Source: an optimization exercise on an open RTL-to-GDS flow (aim: small area). Production flows keep margins and buffers that such runs may drop.
In this exercise RTL edits were held to simulation tests only and were not proved equivalent to the original.
No activity file was given, so power comes from the tool's default toggle rates.

--- flow/design.v ---
`timescale 1ns / 1ps
module JC_block(
    input [15:0] jmp_address_pm,
    input [15:0] current_address,
    input [5:0] op,
    input [1:0] flag_ex,
    input interrupt,
    input clk,
    input reset,
    output [15:0] jmp_loc,
    output pc_mux_sel
    );
    wire JV;
    wire JNV;
    wire JZ;
    wire JNZ;
    wire JMP;
    wire RET;
    wire [1:0] flag_mux_1;
    wire [1:0] flag_mux_2;
    reg [1:0] flag_reg;
    wire [15:0] nxt_address;
    wire [15:0] current_address_mux;
    reg [15:0] current_address_reg;
    wire [15:0] jmp_address_mux;
    reg F1;
    reg F2;
    assign JV =  ~op[5] & op[4] & op[3] & op[2] & ~op[1] & ~op[0] ;  
    assign JNV = ~op[5] & op[4] & op[3] & op[2] & ~op[1] & op[0] ;  
    assign JZ =  ~op[5] & op[4] & op[3] & op[2] & op[1] & ~op[0] ;  
    assign JNZ = ~op[5] & op[4] & op[3] & op[2] & op[1] & op[0] ;  
    assign JMP = ~op[5] & op[4] & op[3] & ~op[2] & ~op[1] & ~op[0] ;
    assign RET = ~op[5] & op[4] & ~op[3] & ~op[2] & ~op[1] & ~op[0] ;
    assign flag_mux_1 = (F2) ? flag_ex : flag_reg ;
    assign flag_mux_2 = (RET) ? flag_reg : flag_ex ;
    assign nxt_address = current_address + 1;
    assign current_address_mux = (interrupt)? nxt_address : current_address_reg ;
    assign jmp_address_mux = (F1) ? 'hf0000 : jmp_address_pm;
    assign jmp_loc = (RET) ? current_address_reg : jmp_address_mux ;
    assign pc_mux_sel = ( JV & flag_mux_2[0] ) | ( ~flag_mux_2[0] & JNV ) | ( JZ & flag_mux_2[1] ) | ( ~flag_mux_2[1] & JNZ ) | JMP | RET | F1 ;
    always @(posedge clk ) begin
        if (reset) begin
            flag_reg <= flag_mux_1 ;
            current_address_reg <= current_address_mux ;
            F1 <= interrupt;
            F2 <= interrupt;  
        end
        else begin
            flag_reg <= 0 ;
            current_address_reg <= 0 ;
            F1 <= 0 ;
            F2 <= 0 ;
        end
    end
endmodule  
`timescale 1ns / 1ps
module stall_control_block(
    input [5:0] op,
    input clk,
    input reset,
    output stall,
    output reg stall_pm
    );
    wire HLT;
    wire ld;
    wire JUMP;
    reg ldD0;
    reg jumpD0;
    reg jumpD1;
    assign HLT = op[0] & (~op[1]) & (~op[2]) & (~op[3]) & op[4] & (~op[5]);
    assign ld  = (~op[0]) & (~op[1]) & op[2] & (~op[3]) & op[4] & (~op[5]) & (~ldD0);
    assign JUMP = op[2] & op[3] & op[4] & (~op[5]) &( ~jumpD1);
    assign stall = HLT | ld | JUMP;
    always @(posedge clk)
    begin
			if(reset)begin
					ldD0 <= ld;
					jumpD0 <= JUMP;
					jumpD1 <= jumpD0;
					stall_pm <= stall;
            end
			else begin
					ldD0 <= 0;
					jumpD0 <= 0;
					jumpD1 <= 0;
					stall_pm <= 0;
			end
     end
endmodule
`timescale 1ns / 1ps
module program_memory_block(
    output [31:0] ins,
    output [15:0] current_address,
    input [15:0] jmp_loc,
    input pc_mux_sel,
    input [31:0] pm_rdata,
    input stall,
    input stall_pm,
    input reset,
    input clk
    );
    wire [31:0] PM_out;
    wire [15:0] hold_address_tmp;
    wire [15:0] next_address_tmp;
    wire [31:0] ins_prv_tmp;
	wire [31:0] ins_pm;
    assign PM_out = pm_rdata;
    reg [15:0] hold_address;
    reg [15:0] next_address;
    wire [15:0] CAJ;
    wire [15:0] CAR; 
    reg [31:0] ins_prv;
    assign CAJ = (stall == 1'b0) ? next_address : hold_address;
    assign CAR = (pc_mux_sel == 1'b0) ? CAJ : jmp_loc;
    assign current_address  = (reset == 1'b0) ? 16'b0 : CAR;
    assign ins_pm = (stall_pm == 1'b0) ? PM_out : ins_prv;
    assign ins = (reset == 1'b0) ? 32'b0 : ins_pm;
    assign hold_address_tmp = (reset == 1'b0) ? 16'b0 : current_address;
    assign next_address_tmp = (reset == 1'b0) ? 16'b0 : current_address + 16'b0000000000000001;
    assign ins_prv_tmp = (reset == 1'b0) ? 32'b0 : ins;
    always @ (posedge clk) begin
    if(reset)
       begin
            hold_address <= hold_address_tmp;
            next_address <= next_address_tmp;
            ins_prv <= ins_prv_tmp;
       end
       else begin
            hold_address <= 0;
            next_address <= 0;
            ins_prv <= 0;
       end
    end
endmodule
`timescale 1ns / 1ps
module Register_Bank_Block(
     input [15:0] ans_ex,
    input [15:0] ans_dm,
    input [15:0] ans_wb,
    input [15:0] imm,
    input [4:0] RA,
    input [4:0] RB,
    input [4:0] RW_dm,
    input [1:0] mux_sel_A,
    input [1:0] mux_sel_B,
    input imm_sel,
    input clk,
    output [15:0] A,
    output [15:0] B
    );
reg [15:0] RegBank [31:0];
reg [15:0] AR;
reg [15:0] BR;
wire [15:0] BI;
always @(posedge clk)
begin  
        AR <= RegBank[RA];
        BR <= RegBank[RB];
        RegBank[RW_dm] <= ans_dm;
end
assign A = (mux_sel_A == 2'b00) ? AR :
    (mux_sel_A == 2'b01) ? ans_ex :
    (mux_sel_A == 2'b10) ? ans_dm :
    (mux_sel_A == 2'b11) ? ans_wb : 0 ;
assign BI = (mux_sel_B == 2'b00) ? BR :
    (mux_sel_B == 2'b01) ? ans_ex :
    (mux_sel_B == 2'b10) ? ans_dm :
    (mux_sel_B == 2'b11) ? ans_wb : 0 ;
assign B = (imm_sel == 1'b0) ? BI : imm ;
endmodule
`timescale 1ns / 1ps
module execution_block(input [15:0] A,
                       input [15:0] B,
                       input [15:0] data_in,
                       input [5:0] op_dec,
                       input clk,
                       input reset,
                       output reg [15:0] ans_ex,
                       output reg [15:0] DM_data,
                       output reg [15:0] data_out,
                       output [1:0] flag_ex);
    wire [15:0] ans_tmp;
    wire [15:0] data_out_buff;
    reg [1:0] flag_prv;
    assign {flag_ex[0], ans_tmp} = (op_dec == 6'b000000) ? A + B :   
                                   (op_dec == 6'b000001) ? A + (~B) + 1 :   
                                   (op_dec == 6'b000010) ? {1'b0, B} :   
                                   (op_dec == 6'b000100) ? {1'b0, A & B} :   
                                   (op_dec == 6'b000101) ? {1'b0, A | B} :   
                                   (op_dec == 6'b000110) ? {1'b0, A ^ B} :   
                                   (op_dec == 6'b000111) ? {1'b0, ~B} :   
                                   (op_dec == 6'b001000) ? A + B :   
                                   (op_dec == 6'b001001) ? A + (~B) + 1 :   
                                   (op_dec == 6'b001010) ? {1'b0, B} :   
                                   (op_dec == 6'b001100) ? {1'b0, A & B} :   
                                   (op_dec == 6'b001101) ? {1'b0, A | B} :   
                                   (op_dec == 6'b001110) ? {1'b0, A ^ B} :   
                                   (op_dec == 6'b001111) ? {1'b0, ~B} :   
                                   (op_dec == 6'b010000) ? {1'b0, ans_ex} :   
                                   (op_dec == 6'b010001) ? {1'b0, ans_ex} :   
                                   (op_dec == 6'b010100) ? {1'b0, A} :   
                                   (op_dec == 6'b010101) ? {1'b0, A} :   
                                   (op_dec == 6'b010110) ? {1'b0, data_in} :   
                                   (op_dec == 6'b010111) ? {1'b0, ans_ex} :   
                                   (op_dec == 6'b011000) ? {1'b0, ans_ex} :   
                                   (op_dec == 6'b011001) ? {1'b0, A << B} :   
                                   (op_dec == 6'b011010) ? {1'b0, A >> B} :   
                                   (op_dec == 6'b011011) ? {1'b0, $signed(A) >>> B} :   
                                   (op_dec == 6'b011100) ? {flag_prv[0], ans_ex} :   
                                   (op_dec == 6'b011101) ? {flag_prv[0], ans_ex} :   
                                   (op_dec == 6'b011110) ? {flag_prv[0], ans_ex} :   
                                   (op_dec == 6'b011111) ? {flag_prv[0], ans_ex} :   
                                   {1'b0, 16'b0};   
    assign data_out_buff = (op_dec == 6'b010111) ? A : 0;   
    assign flag_ex[1] = (op_dec >= 6'b011100) ? flag_prv[1]:
                        (op_dec >= 6'b010000 & op_dec != 6'b010111) ? 0:
                         (ans_ex == 0) ? 1'b1 : 0;
    always @(posedge clk) begin
        if (reset) begin
            ans_ex <= ans_tmp;
            data_out <= data_out_buff;
            DM_data <= B;
            flag_prv <= flag_ex;
        end
        else begin
            ans_ex <= 0;
            data_out <= 0;
            DM_data <= 0;
            flag_prv <= 0;
        end
    end
endmodule  
`timescale 1ns / 1ps
module Data_Memory_Block(
    input [15:0] ans_ex,
    input [15:0] DM_data,
    input mem_rw_ex,
    input mem_en_ex,
    input mem_mux_sel_dm,
    input reset,
    input clk,
    output dm_en,
    output dm_we,
    output [15:0] dm_addr,
    output [15:0] dm_wdata,
    input [15:0] dm_rdata,
    output [15:0] ans_dm
    );
reg [15:0] Ex_out;
wire [15:0] DM_out;
assign dm_en = mem_en_ex;
assign dm_we = mem_rw_ex;
assign dm_addr = ans_ex;
assign dm_wdata = DM_data;
assign DM_out = dm_rdata;
always @(posedge clk)
begin
    if(reset)
       begin
            Ex_out <= ans_ex;
       end
       else begin
            Ex_out <= 0;
       end
end
assign ans_dm = (mem_mux_sel_dm == 1'b0)? Ex_out : DM_out;
endmodule
`timescale 1ns / 1ps
module dc_block(
input [31:0]ins,
input clk,
input reset,
output reg [15:0] imm,
output reg[5:0]op_dec,
output [4:0] RW_dm,
output [1:0] mux_sel_A,
output [1:0] mux_sel_B,
output reg imm_sel,
output reg mem_en_ex,
output reg mem_rw_ex,
output reg mem_mux_sel_dm
    );
wire JMP,Cond_J,LD_fb,Imm,ld,ST;
reg ld_dff,st_dff,lower_dff;
assign JMP = (~ins[31] && ins[30] && ins[29] && ~ins[28] && ~ins[27] && ~ins[26]);
assign Cond_J = (~ins[31] && ins[30] && ins[29] && ins[28]);
assign LD_fb = (~ins[31] && ins[30] && ~ins[29] && ins[28] && ~ins[27] && ~ins[26] && ~ld_dff);
assign Imm = (~ins[31] && ~ins[30] && ins[29]);
assign ld = (~ins[31] && ins[30] && ~ins[29] && ins[28] && ~ins[27] && ~ins[26]);
assign ST = (~ins[31] && ins[30] && ~ins[29] && ins[28] && ~ins[27] && ins[26]);
wire [5:0]op_dec_tmp;
wire [14:0]extendand;
wire [14:0]extend;
assign op_dec_tmp = (reset==0?5'b0:ins[31:26]);
wire JCnor,ld_fb_dff_tmp;
reg ld_fb_dff;
assign JCnor = ~(JMP || Cond_J || ld_dff);
assign ld_fb_dff_tmp  = (reset==0?0:ld_fb_dff);
assign extend = (JCnor==0?15'b0:15'b111111111111111);
assign extendand[0] = (extend[0] && ins[11]);    
assign extendand[1] = (extend[1] && ins[12]); 
assign extendand[2] = (extend[2] && ins[13]); 
assign extendand[3] = (extend[3] && ins[14]); 
assign extendand[4] = (extend[4] && ins[15]); 
assign extendand[5] = (extend[5] && ins[16]); 
assign extendand[6] = (extend[6] && ins[17]); 
assign extendand[7] = (extend[7] && ins[18]); 
assign extendand[8] = (extend[8] && ins[19]); 
assign extendand[9] = (extend[9] && ins[20]); 
assign extendand[10] = (extend[10] && ins[21]); 
assign extendand[11] = (extend[11] && ins[22]); 
assign extendand[12] = (extend[12] && ins[23]); 
assign extendand[13] = (extend[13] && ins[24]); 
assign extendand[14] = (extend[14] && ins[25]); 
wire ldand,ld_dff_tmp,st_dff_tmp,lower_dff_tmp;
assign ldand = (ld && ~ld_dff);
assign ld_dff_tmp = (reset==0?0:ldand);
assign st_dff_tmp = (reset==0?0:ST);
assign lower_dff_tmp = (reset==0?0:ins[26]);
wire loweror,lowerand,ldff1_tmp,ldff2_tmp,ldff3_tmp,ldff4_tmp;
reg ldff_2;
assign loweror = (ld_dff || st_dff);
assign lowerand = (loweror && ~lower_dff);
assign ldff1_tmp = (reset==0?0:lower_dff);
assign ldff2_tmp = (reset==0?0:lowerand);
assign ldff3_tmp = (reset==0?0:loweror);
assign ldff4_tmp = (reset==0?0:ldff_2);
wire immdff_tmp;
assign immdff_tmp = (reset==0?0:Imm);
wire [15:0]immreg_tmp;
assign immreg_tmp = (reset==0?0:ins[15:0]);
reg [4:0]r1,r2,r3,r4,r5,r6;
wire [4:0]r1_tmp,r2_tmp,r3_tmp,r4_tmp,r5_tmp,r6_tmp;
assign r1_tmp = (reset==0?0:extendand[9:5]);
assign r2_tmp = (reset==0?0:extendand[14:10]);
assign r3_tmp = (reset==0?0:r2);
assign r4_tmp = (reset==0?0:r3);
assign r5_tmp = (reset==0?0:r4);
assign r6_tmp = (reset==0?0:extendand[4:0]);
assign RW_dm = r4;
wire comp1,comp2,comp3,comp4,comp5,comp6;
wire a1,a2,a3,a4;
assign comp1 = (r1==r3?1:0);
assign comp2 = (r1==r4?1:0);
assign comp3 = (r5==r1?1:0);
assign comp4 = (r3==r6?1:0);
assign comp5 = (r6==r4?1:0);
assign comp6 = (r5==r6?1:0);
assign a1 = (~comp1 && comp2);
assign a2 = (~comp1 && ~comp2 && comp3);
assign a3 = (~comp4 && comp5);
assign a4 = (~comp4 && ~comp5 && comp6);
wire [1:0]enc1,enc2;
assign enc1 = ((1 && (comp1==0) && (a1==0) && (a2==0))==1?2'b00:
                ((1 && (comp1==1) && (a1==0) && (a2==0))==1?2'b01:
					 ( (1 && (comp1==0 || comp1==1) && (a1==1) && (a2==0))==1?2'b10:2'b11)));
assign enc2 = ((1 && (comp4==0) && (a3==0) && (a4==0))==1?2'b00:
                ((1 && (comp4==1) && (a3==0) && (a4==0))==1?2'b01:
					 ( (1 && (comp4==0 || comp4==1) && (a3==1) && (a4==0))==1?2'b10:2'b11)));
assign mux_sel_A = enc1;
assign mux_sel_B = enc2;
always @(posedge clk)
begin
op_dec <= op_dec_tmp;
ld_fb_dff <= ld_fb_dff_tmp;
ld_dff <= ld_dff_tmp;
st_dff <= st_dff_tmp;
lower_dff <= lower_dff_tmp;
mem_rw_ex <= ldff1_tmp;
ldff_2 <= ldff2_tmp;
mem_mux_sel_dm <= ldff4_tmp;
mem_en_ex <= ldff3_tmp;
imm_sel <= immdff_tmp;
imm <= immreg_tmp;
r1 <= r1_tmp;
r2 <= r2_tmp;
r3 <= r3_tmp;
r4 <= r4_tmp;
r5 <= r5_tmp;
r6 <= r6_tmp;
end
endmodule
`timescale 1ns / 1ps
module write_back_block(
    input [15:0] ans_dm,
    input clk,
    input reset,
    output reg [15:0] ans_wb
    );
    always @(posedge clk)
    begin
       if(reset)
       begin
            ans_wb  <= ans_dm;
       end
       else begin
            ans_wb <= 0;
       end
    end
endmodule
`timescale 1ns / 1ps
module MIPS(
    input [15:0] data_in,
    input clk,
    input interrupt,
    input reset,
    output [15:0] data_out,
    output [15:0] pm_addr,
    input [31:0] pm_rdata,
    output dm_en,
    output dm_we,
    output [15:0] dm_addr,
    output [15:0] dm_wdata,
    input [15:0] dm_rdata
    );
wire [31:0] ins;
wire [15:0] A;
wire [15:0] B;
wire [15:0] Current_Address;
wire [15:0] ans_ex;
wire [15:0] ans_dm;
wire [15:0] ans_wb;
wire [1:0] mux_sel_A;
wire [1:0] mux_sel_B;
wire imm_sel;
assign pm_addr = Current_Address;
wire stall,stall_pm,pc_mux_sel;
wire [15:0] jmp_loc;
wire [1:0] flag_ex;
wire [15:0] DM_data;
wire [15:0] imm;
wire [5:0] op_dec;
wire [4:0] RW_dm;
wire mem_en_ex,mem_rw_ex,mem_mux_sel_dm;
JC_block jc(
    .jmp_address_pm(ins[14:0]),
    .current_address(Current_Address),
    .op(ins[31:26]),
    .flag_ex(flag_ex),
    .interrupt(interrupt),
    .clk(clk),
    .reset(reset),
    .jmp_loc(jmp_loc),
    .pc_mux_sel(pc_mux_sel)
    );
stall_control_block sc(
    .op(ins[31:26]),
    .clk(clk),
    .reset(reset),
    .stall(stall),
    .stall_pm(stall_pm)
    );
program_memory_block pm(
    .ins(ins),
    .current_address(Current_Address),
    .jmp_loc(jmp_loc),
    .pc_mux_sel(pc_mux_sel),
    .pm_rdata(pm_rdata),
    .stall(stall),
    .stall_pm(stall_pm),
    .reset(reset),
    .clk(clk)
    );
Register_Bank_Block reg_bank(
    .ans_ex(ans_ex),
    .ans_dm(ans_dm),
    .ans_wb(ans_wb),
    .imm(imm),
    .RA(ins[20:16]),
    .RB(ins[15:11]),
    .RW_dm(RW_dm),
    .mux_sel_A(mux_sel_A),
    .mux_sel_B(mux_sel_B),
    .imm_sel(imm_sel),
    .clk(clk),
    .A(A),
    .B(B)
    );
execution_block ex(
		.A(A),
		.B(B),
      .data_in(data_in),
      .op_dec(op_dec),
      .clk(clk),
      .reset(reset),
      .ans_ex(ans_ex),
      .DM_data(DM_data),
      .data_out(data_out),
      .flag_ex(flag_ex)
		);
Data_Memory_Block dm(
	 .ans_ex(ans_ex),
    .DM_data(DM_data),
    .mem_rw_ex(mem_rw_ex),
    .mem_en_ex(mem_en_ex),
    .mem_mux_sel_dm(mem_mux_sel_dm),
    .reset(reset),
    .clk(clk),
    .dm_en(dm_en),
    .dm_we(dm_we),
    .dm_addr(dm_addr),
    .dm_wdata(dm_wdata),
    .dm_rdata(dm_rdata),
    .ans_dm(ans_dm)
    );
dc_block dc(
	 .ins(ins),
    .clk(clk),
	 .reset(reset),
    .imm(imm),
    .op_dec(op_dec),
    .RW_dm(RW_dm),
    .mux_sel_A(mux_sel_A),
    .mux_sel_B(mux_sel_B),
    .imm_sel(imm_sel),
    .mem_en_ex(mem_en_ex),
    .mem_rw_ex(mem_rw_ex),
    .mem_mux_sel_dm(mem_mux_sel_dm)
    );
write_back_block wb(
    .ans_dm(ans_dm),
    .clk(clk),
    .reset(reset),
    .ans_wb(ans_wb)
    );
endmodule
--- flow/constraint.sdc ---
create_clock -name core_clock -period 12.0 [get_ports {clk}]
set_input_delay 2.4000 -clock core_clock [delete_from_list [all_inputs] [get_ports {clk}]]
set_output_delay 2.4000 -clock core_clock [all_outputs]
set_load 0.01 [all_outputs]
--- flow/run.sh ---
#!/bin/bash
# synth_recipe.tcl (not shown) runs the flow's synth.tcl, then flattens the netlist and writes it again
# the make line also repeats each setting of config.mk as NAME=value (left out here)
make -C /OpenROAD-flow-scripts/flow DESIGN_CONFIG=/design/flow/config.mk WORK_HOME=/design/flow/orfs CLKGATE_MAP_FILE= SYNTH_SCRIPT=/design/flow/synth_recipe.tcl finish
--- flow/config.mk ---
export PLATFORM = sky130hd
export DESIGN_NAME = MIPS
export DESIGN_NICKNAME = MIPS
export VERILOG_FILES = /design/flow/design.v
export SDC_FILE = /design/flow/constraint.sdc
export NUM_CORES = 4
export LEC_CHECK = 0
export CAP_MARGIN = 20
export CORE_MARGIN = 2
export CORE_UTILIZATION = 40
export PLACE_DENSITY = 0.6
export SLEW_MARGIN = 20
==> results of run 1 <==
-- metal layers --
layer,GRT usage,vias to the layer above
li1,-,15000
met1,0.395,17100
met2,0.507,1985
met3,0.0617,471
met4,0.194,6
met5,0,-
-- worst max-delay path by stage --
stage	from	endpoint	slack, ns	cells after the start
after floorplan	dm_rdata[0]	pm_addr[1]	2.30	23
after detailed placement	dm_rdata[0]	pm_addr[1]	0.82	21
after CTS	dm_rdata[0]	pm_addr[1]	0.78	21
after global placement	dm_rdata[0]	pm_addr[1]	0.91	21
final	dm_rdata[0]	pm_addr[1]	0.64	21
after global routing	dm_rdata[0]	pm_addr[1]	0.44	21
-- synthesized netlist by cell type (all sizes together) (21+ instances only) --
master / number
nor2: 266
dfxtp: 237
a31oi: 37
and3: 78
or3: 33
nand2b: 25
nand3: 260
mux2i: 92
nand2: 819
a21oi: 149
buf: 100
o211ai: 27
mux2: 44
mux4: 128
o221ai: 27
inv: 87
o21ai: 152
ha: 49
a311oi: 132
edfxtp: 512
nor4: 21
a221oi: 31
clkbuf: 205
o31ai: 35
and2: 60
a211oi: 44
xnor2: 50
nor3: 66
-- cell type report --
class                           count  area share
Sequential cell                   749       0.436
Multi-Input combinational cell   2873       0.411
Timing Repair Buffer              268      0.0524
Clock buffer                      118      0.0507
Tap cell                         1298      0.0352
Inverter                           90     0.00789
Clock inverter                     32     0.00705
Antenna cell                        1   0.0000542
-- logic make-up (layout without fill, tap and decap cells) --
kind of cell,count (synthesis),in the layout
DFF,749,749
buffers and inverters,395,508
other,0,1
muxes,264,264
AOI/OAI and AO/OA,794,794
adders and majority gates,51,51
and+or+nand+nor,1694,1694
xor gates and xnor gates,70,70
-- worst max-delay path: cells and delay by family --
kind            cells  cell delay (ns)
fa+ha+maj           2             0.72
buf+inv             4             1.55
simple gates        3             0.81
compound gates     11             3.07
mux                 1             0.36
-- where the power goes --
part / total (mW) / leakage [nW] / internal [mW] / switching, mW
Sequential: 2.99 / 6.73 / 2.90 / 0.0930
Combinational: 2.25 / 8.64 / 0.728 / 1.52
Clock: 2.53 / 1.31 / 1.43 / 1.10
-- metrics by stage --
step           hold slack [ns]  setup slack (ns)  area [um2]
2_1_floorplan            0.393              2.30       40500
3_3_place_gp             0.406             0.907       43400
3_5_place_dp             0.406             0.818       43400
4_1_cts                  0.419             0.783       46100
5_1_grt                  0.444             0.441       46100
6_report                 0.417             0.637       46100
==> results.cfg, run 1 <==
[logic_synthesis]
synth-edff-count = 512
synth_top_area_cell = edfxtp_1
synth_cells = 4017
synth-seq-cells = 749
synthXorXnorAreaFrac = 0.0152
synth_ff_type = edfxtp_1
netlist_area_um2 = 40500
ys_seq_area_frac = 0.497
syn_nets = 4135
synth-simple-area-share = 0.187
ys_async_sr_fraction = 0
synth_adder_area_share = 0.0161
synth_compound_area_frac = 0.139
synth_top_family_by_area = simple AND/OR/NAND/NOR gates
syn_avg_cell_area_um2 = 10.1
synth_top_area_frac = 0.380
muxShareOfSynthArea = 0.107
yosysUniqueCellTypes = 98
synthTopCellsByArea = edfxtp_1 38%, dfxtp_1 12%, nand2_1 7.6%, mux4_2 7.1%, nand3_1 3.2%
yosysWarnings = 9

[status]
status = timing/DRC/antenna clean

[global_route]
track_usage = 0.317
grt_pass1_vias = 33200
grt_pass1_wl_mm = 238
grt_max_degree = 149
antenna_found_initial = 6
overflow = 0

[clocking]
cts-root-buf = clkbuf_16
cts.sinks = 749
cts_buffer_depth = 3
clk_pin_slew_worst_paths_ns = 0.06
htreeDepth = 3
clock_latency_ns = 0.68
ctsResizeCount = 0
cts_tree = done
cts_setup_buffers = 0
holdBufCountCts = 0
cts_made_buffers = 82

[detailed_routing]
met3WireLength_mm = 14.3
totalWireLength_mm = 167
num_vias = 34600
top_layer_used = met5
vias_per_cell = 6.37
drc = 0
wl_per_cell_um = 30.8
route.met2.wl_mm = 76.8
postRouteAntennaNets = 0
wl_met1_mm = 64.0
drt-initial-drc-count = 4540
first_pass_iters = 8

[cells_and_area]
regMostFlops = reg_bank.RegBank
multiInputGateArea_um2 = 18900
areaGrowthSynthToFinish_pct = 14.0
num-fill-cells = 9423
final_common_cell = nand2_1
reg.largest.list = reg_bank.RegBank: 512 flops, pm.ins_prv: 32 flops
postLayoutCoreUtil = 0.461
drive_above_1_share = 0.127
largest_register_ffs = 512
final_nets = 4182
layout.cells.most_common_list = 812 x nand2_1, 512 x edfxtp_1, 259 x nand3_1
final_cells = 5429
seqCellArea_um2 = 20100

[setup_path]
path_max_fanout = 35
cp-end-kind = output pin
rrSetupSlack_ns = 3.06
crit_arrival_ns = 8.96
cp-start-kind = input pin
r2r_cells = 27
regToRegEndpoint = jc.current_address_reg[14]$_SDFFE_PN0P_
cp_cell_sequence = clkdlybuf4s50_1 -> mux2_2 -> or3_1 -> a21oi_1 -> o31a_1 -> clkinv_2 -> ha_1 -> inv_1 -> fa_1 -> o21bai_1 -> a21oi_2 -> o21ai_1 -> a21oi_2 -> a31oi_1 -> or3_1 -> a221o_1 -> a41oi_2 -> o21a_4 -> nor2b_1 -> a211oi_1 -> clkdlybuf4s50_1
r2r_start = dc.r4[4]$_SDFF_PN0_
critPathKind = input pin to output pin
cp_slowest_cell = clkdlybuf4s50_1
slowest_delay_ns = 0.64
critPathRequiredTime_ns = 9.60

[floorplan]
coreArea_um2 = 100000
dieHeight_um = 322
die_area_um2 = 104000
ioPinCount = 133
initial_utilization = 0.404
row_count = 116
fp.dieW_um = 322

[flow_run]
max-cap-violations = 0

[sta]
hold_viol_final = 0
finClkSkew_ns = 0.0244
fin_crit_ns = 11.36
fin_tns_setup_ns = 0
slew_viol_final = 0
worst_pin_slew_ns = 1.28
max_freq_mhz = 88.0
max_slew_margin = 0.141
finalCritPeriodShare = 0.947
rsz0062_at_grt = no
setup_viol = 0

[power]
leakagePower_nw = 16.7
ir_worst_vdd_uv = 104
finalPower_mw = 7.77
p_per_area_nw_per_um2 = 168

[placement]
port_buffers = 132
hpwl_mm = 112
place.gp.congestion = 1.02
placed_cells = 5276

[worst_hold_path]
min_from = sc.ldD0$_SDFF_PN0_
holdPathEnd = sc.ldD0$_SDFF_PN0_
hold_path.class = flop to flop
hold_depth = 1
==> run 2: changes to the inputs <==
--- a/flow/config.mk
+++ b/flow/config.mk
@@ -8,5 +8,7 @@
 export CAP_MARGIN = 20
 export CORE_MARGIN = 2
-export CORE_UTILIZATION = 40
-export PLACE_DENSITY = 0.6
+export CORE_UTILIZATION = 55
+export CTS_BUF_LIST = sky130_fd_sc_hd__clkbuf_4 sky130_fd_sc_hd__clkbuf_8
+export CTS_CLUSTER_SIZE = 25
+export PLACE_DENSITY = 0.7
 export SLEW_MARGIN = 20
==> run 2 against run 1 <==
Still clean on timing, DRC and antenna; area after synthesis did not move; worst hold slack better by 0.0056 ns; via count grew 2.9%; highest routed layer unchanged.
==> results.cfg, run 2 <==
[status]
status = timing/DRC/antenna clean

[clocking]
cts_buffer_depth = 3
holdBufCountCts = 0
cts.sinks = 749
htreeDepth = 3
cts-root-buf = clkbuf_8
ctsResizeCount = 0
cts_setup_buffers = 0
cts_tree = done
clock_latency_ns = 0.76
clk_pin_slew_worst_paths_ns = 0.05
cts_made_buffers = 119

[logic_synthesis]
ys_seq_area_frac = 0.497
synth_top_area_frac = 0.380
synth_adder_area_share = 0.0161
synth_top_family_by_area = simple AND/OR/NAND/NOR gates
synth_top_area_cell = edfxtp_1
synth_compound_area_frac = 0.139
synthTopCellsByArea = edfxtp_1 38%, dfxtp_1 12%, nand2_1 7.6%, mux4_2 7.1%, nand3_1 3.2%
syn_nets = 4135
synth-seq-cells = 749
syn_avg_cell_area_um2 = 10.1
synthXorXnorAreaFrac = 0.0152
muxShareOfSynthArea = 0.107
synth_common_cells = 818 x nand2_1, 512 x edfxtp_1, 263 x nor2_1
yosysMostFrequentCell = nand2_1
synth-simple-area-share = 0.187
netlist_area_um2 = 40500
ys_async_sr_fraction = 0
synth_ff_type = edfxtp_1
yosysUniqueCellTypes = 98
synth_cells = 4017
synth-edff-count = 512
yosysWarnings = 9

[sta]
setup_slack_ns = 0.343
max_slew_margin = 0.154
slew_viol_final = 0
fin_tns_setup_ns = 0
hold_viol_final = 0
finClkSkew_ns = 0.0409
max_freq_mhz = 85.8
setup_viol = 0
fin_crit_ns = 11.66
finalCritPeriodShare = 0.971
rsz0062_at_grt = no
worst_pin_slew_ns = 1.26

[global_route]
grt_use_met3 = 0.121
overflow = 0
grt_pass1_wl_mm = 229
use_met2 = 0.634
grt_pass1_vias = 33500
antenna_found_initial = 16
track_usage = 0.418
grtUsageMet1 = 0.521
busiest_layer = met2
grt_max_degree = 139

[power]
leakagePower_nw = 16.8
ir_worst_vdd_uv = 106
p_per_area_nw_per_um2 = 168

[floorplan]
ioPinCount = 133
row_count = 99
die_area_um2 = 75700
dieHeight_um = 275
coreArea_um2 = 72800
initial_utilization = 0.555
fp.dieW_um = 275

[detailed_routing]
postRouteAntennaNets = 0
first_pass_iters = 12
wl_per_cell_um = 30.7
num_vias = 35600
totalWireLength_mm = 159
vias_per_cell = 6.88
drt-initial-drc-count = 5035
drc = 0

[worst_hold_path]
hold_path.class = flop to flop

[setup_path]
cp-start-kind = input pin
critPathKind = input pin to output pin
slowest_delay_ns = 0.86
crit_arrival_ns = 9.26
cp-end-kind = output pin
cp_slowest_cell = clkinv_1
path_max_fanout = 37
cp_cell_sequence = clkdlybuf4s50_1 -> mux2i_1 -> clkinv_1 -> a22o_1 -> a221oi_2 -> inv_1 -> ha_1 -> a21oi_1 -> nor2b_1 -> nand2_1 -> o211ai_1 -> a31oi_1 -> buf_4 -> or3_1 -> a221o_1 -> a41oi_2 -> o21a_4 -> buf_4 -> mux2i_2 -> clkdlybuf4s50_1
critPathRequiredTime_ns = 9.60

[cells_and_area]
seqCellArea_um2 = 20100
largest_register_ffs = 512
layout.cells.most_common_list = 813 x nand2_1, 512 x edfxtp_1, 259 x nand3_1
final_nets = 4218
regMostFlops = reg_bank.RegBank
drive_above_1_share = 0.142
reg.largest.list = reg_bank.RegBank: 512 flops, pm.ins_prv: 32 flops
num-fill-cells = 5989
areaGrowthSynthToFinish_pct = 12.9
final_common_cell = nand2_1
multiInputGateArea_um2 = 18900
final_cell_area_um2 = 45700

[placement]
placed_area_um2 = 42900
port_buffers = 132
place.gp.congestion = 1.10
hpwl_mm = 104
preCtsSetupSlack_ns = 0.612

[flow_run]
max-cap-violations = 0
==> run 2: final cells by class <==
class	instances	share of cell area
Timing Repair Buffer	267	0.0521
Multi-Input combinational cell	2873	0.414
Antenna cell	14	0.000767
Clock buffer	189	0.0507
Clock inverter	30	0.00800
Inverter	90	0.00795
Sequential cell	749	0.441
Tap cell	959	0.0263
==> run 2: cell families (layout without fill, tap and decap cells) <==
logic type,Yosys count,count (layout)
XOR/XNOR,70,70
multiplexers,264,264
other,0,14
AND/OR/NAND/NOR,1694,1694
flip-flops,749,749
buffers and inverters,395,576
AO/OA/AOI/OAI,794,794
adder cells (fa/ha/maj),51,51
==> run 2: stage by stage <==
stage,power [mW],hold WS [ns],cells,utilization
3_5_place_dp,5.15,0.409,4938,0.589
6_report,7.65,0.423,5171,0.627
5_1_grt,7.88,0.447,5160,0.627
4_1_cts,7.54,0.423,5157,0.626
3_3_place_gp,5.16,0.413,4937,0.589
2_1_floorplan,4.34,0.393,4017,-
==> run 2: power breakdown <==
group          internal [mW]  switching (mW)
logic                  0.728            1.49
registers               2.90           0.108
clock network           1.36            1.07
total                   4.99            2.66
==> run 2: final timing paths <==
kind | cells past startpoint | slack, ns | to | startpoint
worst max-delay path | 20 | 0.34 | pm_addr[3] | dm_rdata[13]
worst min-delay path | 1 | 0.42 | sc.ldD0$_SDFF_PN0_ | sc.ldD0$_SDFF_PN0_
worst max register to register | 29 | 3.22 | jc.current_address_reg[12]$_SDFFE_PN0P_ | dc.mem_mux_sel_dm$_SDFF_PN0_
worst min register to register | 1 | 0.42 | sc.ldD0$_SDFF_PN0_ | sc.ldD0$_SDFF_PN0_
==> run 2: routing by layer <==
layer  vias to the layer above  part of all wire
li1                      15100                 -
met1                     17000              0.36
met2                      2744              0.44
met3                       749              0.12
met4                         4             0.081
met5                         -           0.00017
==> run 2: worst max-delay path, delay by kind of cell <==
kind                     cells  cell delay (ns)
AO/OA/AOI/OAI                8             2.75
adder cells (fa/ha/maj)      1             0.45
buffers and inverters        6             2.46
multiplexers                 2             0.54
AND/OR/NAND/NOR              3             0.60

-- what the ideal ports hide --
How much do the figures lean on ideal ports? The routed layouts below were timed once more, with nothing changed but the port constraints. Step 1, drivers: a clkbuf_16 drives clk and a buf_2 each remaining input, both assumed. Step 2 adds t to the input delays and takes it off the output delays; t is the mean of the earliest and latest rising clock arrival at the registers after step 1. Input paths then give back, and output paths get back, about the clock's delay inside the block. Slacks: ideal ports / drivers / drivers and shift; pairs: ideal ports / drivers.
run | t, ns | setup WS [ns] | worst register clock-pin slew, ns
run 1 | 0.730 | 0.637 / 0.616 / 0.616 | 0.07 / 0.07
run 2 | 0.810 | 0.343 / 0.316 / 0.316 | 0.09 / 0.09
After both steps setup and hold are still met in every run listed. For run 2, which loses most, drivers alone change the setup slack by -0.027 ns; drivers and shift together by -0.027 ns.
